Background: an optimization exercise with open tools, aiming at small area and a short achievable clock period. Do not read the settings as production practice.
RTL that was checked went through simulation tests only; none was proved equivalent to the original.
Power figures rest on the tool's default switching activity, not on a simulated workload.

== AL ==
// fpadd_40
module fpadd_40(x_40,y_40,res_40,clk_40,rst_40);
input  [31:0] x_40, y_40;
output [31:0] res_40;
input  clk_40, rst_40;
wire [7:0] ex = x_40[30:23];
wire [7:0] ey = y_40[30:23];
wire [7:0] dxy = ex - ey;                    
wire [7:0] dyx = ey - ex;                    
wire [4:0] cxy = (dxy > 8'd24) ? 5'd31 : dxy[4:0];    
wire [4:0] cyx = (dyx > 8'd24) ? 5'd31 : dyx[4:0];
wire       swap = y_40[30:0] > x_40[30:0];   
wire       hx   = |x_40[30:0];
wire       hy   = |y_40[30:0];
reg [22:0] fx1, fy1;
reg        hb1, sw1, sg1, sub1;
reg [7:0]  ea1;
reg [4:0]  d1;
always @(posedge clk_40) begin
  fx1  <= x_40[22:0];
  fy1  <= y_40[22:0];
  hb1  <= swap ? hx : hy;
  sw1  <= swap;
  ea1  <= swap ? ey : ex;
  d1   <= swap ? cyx : cxy;
  sg1  <= (swap ? y_40[31] : x_40[31]) & (hx | hy);
  sub1 <= x_40[31] ^ y_40[31];
end
wire [22:0] fa = sw1 ? fy1 : fx1;
wire [23:0] sb = {hb1, sw1 ? fx1 : fy1};
wire [24:0] b0 = {sb, 1'b0};
wire [24:0] b1 = d1[4] ? {16'd0, b0[24:16]} : b0;
  ...
Size: about 1,500 cells after synthesis, roughly 190 flip-flops, roughly 98 I/O pins, about 11,000 um^2 of cells after synthesis.
==> module fpadd_40_add, before the edit <==
module fpadd_40_add #(parameter N = 26) (
  input  [N-1:0] a, b,
  input          ci,
  output [N-1:0] s
);
localparam L = $clog2(N);
wire [N-1:0] g [0:L];
wire [N-1:0] p [0:L];
assign g[0] = (a & b) | {{(N-1){1'b0}}, (a[0] ^ b[0]) & ci};
assign p[0] = a ^ b;
genvar l, i;
generate
  for (l = 0; l < L; l = l + 1) begin : lv
    for (i = 0; i < N; i = i + 1) begin : bt
      if ((i >> l) & 1) begin : mg
        localparam integer J = ((i >> l) << l) - 1;
        assign g[l+1][i] = g[l][i] | (p[l][i] & g[l][J]);
        assign p[l+1][i] = p[l][i] & p[l][J];
      end else begin : ps
        assign g[l+1][i] = g[l][i];
        assign p[l+1][i] = p[l][i];
      end
    end
  end
endgenerate
assign s = p[0] ^ {g[L][N-2:0], ci};
endmodule
==> module fpadd_40, before the edit <==
module fpadd_40(x_40,y_40,res_40,clk_40,rst_40);
input  [31:0] x_40, y_40;
output [31:0] res_40;
input  clk_40, rst_40;
wire [7:0] ex = x_40[30:23];
wire [7:0] ey = y_40[30:23];
wire [7:0] dxy = ex - ey;                    
wire [7:0] dyx = ey - ex;                    
wire [4:0] cxy = (dxy > 8'd24) ? 5'd31 : dxy[4:0];    
wire [4:0] cyx = (dyx > 8'd24) ? 5'd31 : dyx[4:0];
wire       swap = y_40[30:0] > x_40[30:0];   
wire       hx   = |x_40[30:0];
wire       hy   = |y_40[30:0];
reg [22:0] fx1, fy1;
reg        hb1, sw1, sg1, sub1;
reg [7:0]  ea1;
reg [4:0]  d1;
always @(posedge clk_40) begin
  fx1  <= x_40[22:0];
  fy1  <= y_40[22:0];
  hb1  <= swap ? hx : hy;
  sw1  <= swap;
  ea1  <= swap ? ey : ex;
  d1   <= swap ? cyx : cxy;
  sg1  <= (swap ? y_40[31] : x_40[31]) & (hx | hy);
  sub1 <= x_40[31] ^ y_40[31];
end
wire [22:0] fa = sw1 ? fy1 : fx1;
wire [23:0] sb = {hb1, sw1 ? fx1 : fy1};
wire [24:0] b0 = {sb, 1'b0};
wire [24:0] b1 = d1[4] ? {16'd0, b0[24:16]} : b0;
wire [24:0] b2 = d1[3] ? { 8'd0, b1[24:8]}  : b1;
wire [24:0] b3 = d1[2] ? { 4'd0, b2[24:4]}  : b2;
wire [24:0] b4 = d1[1] ? { 2'd0, b3[24:2]}  : b3;
wire [24:0] b5 = d1[0] ? { 1'd0, b4[24:1]}  : b4;
reg [24:1] smask;
integer k;
always @(*) begin
  for (k = 1; k < 25; k = k + 1)
    smask[k] = (d1 > k) && (d1 <= k + 20) && (d1 <= 5'd24);
end
wire sticky = |(b0[24:1] & smask);
reg [22:0] fa2;
reg [24:0] bsh2;
reg [7:0]  ea2;
reg        st2, sg2, sub2;
always @(posedge clk_40) begin
  fa2 <= fa; bsh2 <= b5; ea2 <= ea1 + 8'd1;
  st2 <= sticky; sg2 <= sg1; sub2 <= sub1;
end
wire [25:0] s;
fpadd_40_add #(26) add (
  .a ({2'b01, fa2, 1'b0}),
  .b ({sub2, bsh2 ^ {25{sub2}}}),
  .ci(sub2 & ~st2),
  .s (s)
);
reg [25:0] s3;
reg [7:0]  e3;
reg        sg3;
always @(posedge clk_40) begin
  s3 <= s; e3 <= ea2; sg3 <= sg2;
end
wire [31:0] v = {s3, 6'd0};
wire [15:0] z1;  wire [15:0] c1;       
genvar g;
generate for (g = 0; g < 16; g = g + 1) begin : l1
  assign z1[g] = ~(v[2*g+1] | v[2*g]);
  assign c1[g] = ~v[2*g+1];
end endgenerate
wire [7:0] z2; wire [15:0] c2;         
generate for (g = 0; g < 8; g = g + 1) begin : l2
  assign z2[g] = z1[2*g+1] & z1[2*g];
  assign c2[2*g+1:2*g] = z1[2*g+1] ? {1'b1, c1[2*g]} : {1'b0, c1[2*g+1]};
end endgenerate
wire [3:0] z3; wire [11:0] c3;         
generate for (g = 0; g < 4; g = g + 1) begin : l3
  assign z3[g] = z2[2*g+1] & z2[2*g];
  assign c3[3*g+2:3*g] = z2[2*g+1] ? {1'b1, c2[4*g+1:4*g]} : {1'b0, c2[4*g+3:4*g+2]};
end endgenerate
wire [1:0] z4; wire [7:0] c4;          
generate for (g = 0; g < 2; g = g + 1) begin : l4
  assign z4[g] = z3[2*g+1] & z3[2*g];
  assign c4[4*g+3:4*g] = z3[2*g+1] ? {1'b1, c3[6*g+2:6*g]} : {1'b0, c3[6*g+5:6*g+3]};
end endgenerate
wire       nz = ~(z4[1] & z4[0]);
wire [4:0] lz = z4[1] ? {1'b1, c4[3:0]} : {1'b0, c4[7:4]};
wire [25:0] n1 = lz[4] ? {s3[9:0], 16'd0} : s3;
wire [25:0] n2 = lz[3] ? {n1[17:0], 8'd0} : n1;
wire [25:0] n3 = lz[2] ? {n2[21:0], 4'd0} : n2;
wire [25:0] n4 = lz[1] ? {n3[23:0], 2'd0} : n3;
wire [25:0] n5 = lz[0] ? {n4[24:0], 1'd0} : n4;
wire [5:0]  el = {1'b0, e3[4:0]} - {1'b0, lz};
wire [2:0]  eh = el[5] ? e3[7:5] - 3'd1 : e3[7:5];
wire [31:0] r  = {sg3 & nz, nz ? {eh, el[4:0]} : 8'd0, n5[24:2]};
reg [31:0] r4;
always @(posedge clk_40) r4 <= r;
assign res_40 = r4;
endmodule
clock: 5.0 ns
lec_check: 0
abc_area: 1
cap_margin: 20
core_margin: 2
core_utilization: 40
cts_buf_list: sky130_fd_sc_hd__clkbuf_8
cts_cluster_size: 24
setup_slack_margin: 2.6
slew_margin: 20
standard.sh (not shown) runs the stock make flow with config.mk's settings and CLKGATE_MAP_FILE= SYNTH_SCRIPT=/design/flow/synth_recipe.tcl, a recipe that flattens the netlist after the stock synthesis.
==> flow/flow/run.sh <==
#!/bin/bash
# Standard ORFS layout, with the port buffers made from buf_2 cells instead
# of the resizer's default pick. Each step's full log stays under orfs/logs/.
set -euo pipefail
bash standard.sh finish 'BUFFER_PORTS_ARGS=-buffer_cell sky130_fd_sc_hd__buf_2' > make_finish.log 2>&1
#### Input delta (MS over AL)
--- a/flow/design.v
+++ b/flow/design.v
@@ -1,12 +1,11 @@
-module fpadd_40_add #(parameter N = 26) (
-  input  [N-1:0] a, b,
+module fpadd_40_add #(parameter N = 26, parameter L = 5) (
+  input  [N-1:0] p0, g0,
   input          ci,
   output [N-1:0] s
 );
-localparam L = $clog2(N);
 wire [N-1:0] g [0:L];
 wire [N-1:0] p [0:L];
-assign g[0] = (a & b) | {{(N-1){1'b0}}, (a[0] ^ b[0]) & ci};
-assign p[0] = a ^ b;
+assign g[0] = g0 | {{(N-1){1'b0}}, p0[0] & ci};
+assign p[0] = p0;
 genvar l, i;
 generate
@@ -24,5 +23,5 @@
   end
 endgenerate
-assign s = p[0] ^ {g[L][N-2:0], ci};
+assign s = p0 ^ {g[L][N-2:0], ci};
 endmodule
 module fpadd_40(x_40,y_40,res_40,clk_40,rst_40);
@@ -32,7 +31,8 @@
 wire [7:0] ex = x_40[30:23];
 wire [7:0] ey = y_40[30:23];
-wire [7:0] dxy = ex - ey;                    
-wire [7:0] dyx = ey - ex;                    
-wire [4:0] cxy = (dxy > 8'd24) ? 5'd31 : dxy[4:0];    
+wire [8:0] dxy = {1'b0, ex} - {1'b0, ey};
+wire [7:0] dyx = ey - ex;
+wire       ge  = ~dxy[8];                    
+wire [4:0] cxy = (dxy[7:0] > 8'd24) ? 5'd31 : dxy[4:0];   
 wire [4:0] cyx = (dyx > 8'd24) ? 5'd31 : dyx[4:0];
 wire       swap = y_40[30:0] > x_40[30:0];   
@@ -40,5 +40,5 @@
 wire       hy   = |y_40[30:0];
 reg [22:0] fx1, fy1;
-reg        hb1, sw1, sg1, sub1;
+reg        hb1, sw1, sx1, sy1, sub1;
 reg [7:0]  ea1;
 reg [4:0]  d1;
@@ -46,12 +46,14 @@
   fx1  <= x_40[22:0];
   fy1  <= y_40[22:0];
-  hb1  <= swap ? hx : hy;
+  hb1  <= hx & hy;                            
   sw1  <= swap;
-  ea1  <= swap ? ey : ex;
-  d1   <= swap ? cyx : cxy;
-  sg1  <= (swap ? y_40[31] : x_40[31]) & (hx | hy);
+  ea1  <= ge ? ex : ey;
+  d1   <= ge ? cxy : cyx;
+  sx1  <= x_40[31] & (hx | hy);               
+  sy1  <= y_40[31];
   sub1 <= x_40[31] ^ y_40[31];
 end
 wire [22:0] fa = sw1 ? fy1 : fx1;
+wire        sg1 = sw1 ? sy1 : sx1;
 wire [23:0] sb = {hb1, sw1 ? fx1 : fy1};
 wire [24:0] b0 = {sb, 1'b0};
@@ -68,17 +70,21 @@
 end
 wire sticky = |(b0[24:1] & smask);
-reg [22:0] fa2;
-reg [24:0] bsh2;
+wire [25:0] aw = {2'b01, fa, 1'b0};
+wire [25:0] bw = {sub1, b5 ^ {25{sub1}}};
+wire [25:0] pw = aw ^ bw;
+wire [25:0] gw = aw & bw;
+reg [25:0] p2;
+reg [23:1] g2;            
 reg [7:0]  ea2;
-reg        st2, sg2, sub2;
+reg        ci2, sg2;
 always @(posedge clk_40) begin
-  fa2 <= fa; bsh2 <= b5; ea2 <= ea1 + 8'd1;
-  st2 <= sticky; sg2 <= sg1; sub2 <= sub1;
+  p2 <= pw; g2 <= gw[23:1]; ea2 <= ea1 + 8'd1;
+  ci2 <= sub1 & ~sticky; sg2 <= sg1;
 end
 wire [25:0] s;
 fpadd_40_add #(26) add (
-  .a ({2'b01, fa2, 1'b0}),
-  .b ({sub2, bsh2 ^ {25{sub2}}}),
-  .ci(sub2 & ~st2),
+  .p0(p2),
+  .g0({1'b0, ~p2[24], g2, 1'b0}),
+  .ci(ci2),
   .s (s)
 );
When MS is measured against AL, its critical path depth turns out 5 lower. Comparing AL against MS, there is no change at all in number of enable-type register cells in the synthesized netlist. MS against AL: part of the total power dissipated in combinational logic went down 4.6 points, setup fix buffers added after clock tree synthesis now smaller, via count rose 338, sequential share of layout area went up. As of MS, total wire length had risen by a few percent compared to AL. In MS the largest fanout of any net on the critical path turned out 7 higher than in AL. MS — count of sequential standard cells 0.53% higher, AL as reference. Compared with AL, MS shows a higher global-route usage.
For AL, only the layout was checked, not whether the RTL still works.

## re-timing with driven ports
Ports are ideal in the flow. The routed layouts listed here were re-timed in OpenROAD. Step 1: set_driving_cell puts a clkbuf_16 on clk_40 and a buf_2 on each other input, an assumption about the parent block. Step 2 times the ports against the registers' clock, not the clock port: input delays grow and output delays shrink by t, the midpoint of the rising clock arrivals with the driver on. a / b / c = ideal / step 1 / step 2; a / b = the first two.
| run | t (ns) | slack for setup (ns) | hold WS [ns] | worst setup path at the end | worst data-port slew with drivers (ns) |
|---|---|---|---|---|---|
| AL | 0.498 | 2.567 / 2.567 / 2.153 | 0.329 / 0.329 / 0.329 | input to register | 0.03 |
| MS | 0.518 | 2.662 / 2.685 / 2.168 | 0.331 / 0.331 / 0.331 | input to register | 0.05 |
After both steps every run listed still meets setup and hold. For MS, which loses most, drivers alone change the setup slack by +0.023 ns; drivers and shift together by -0.494 ns.
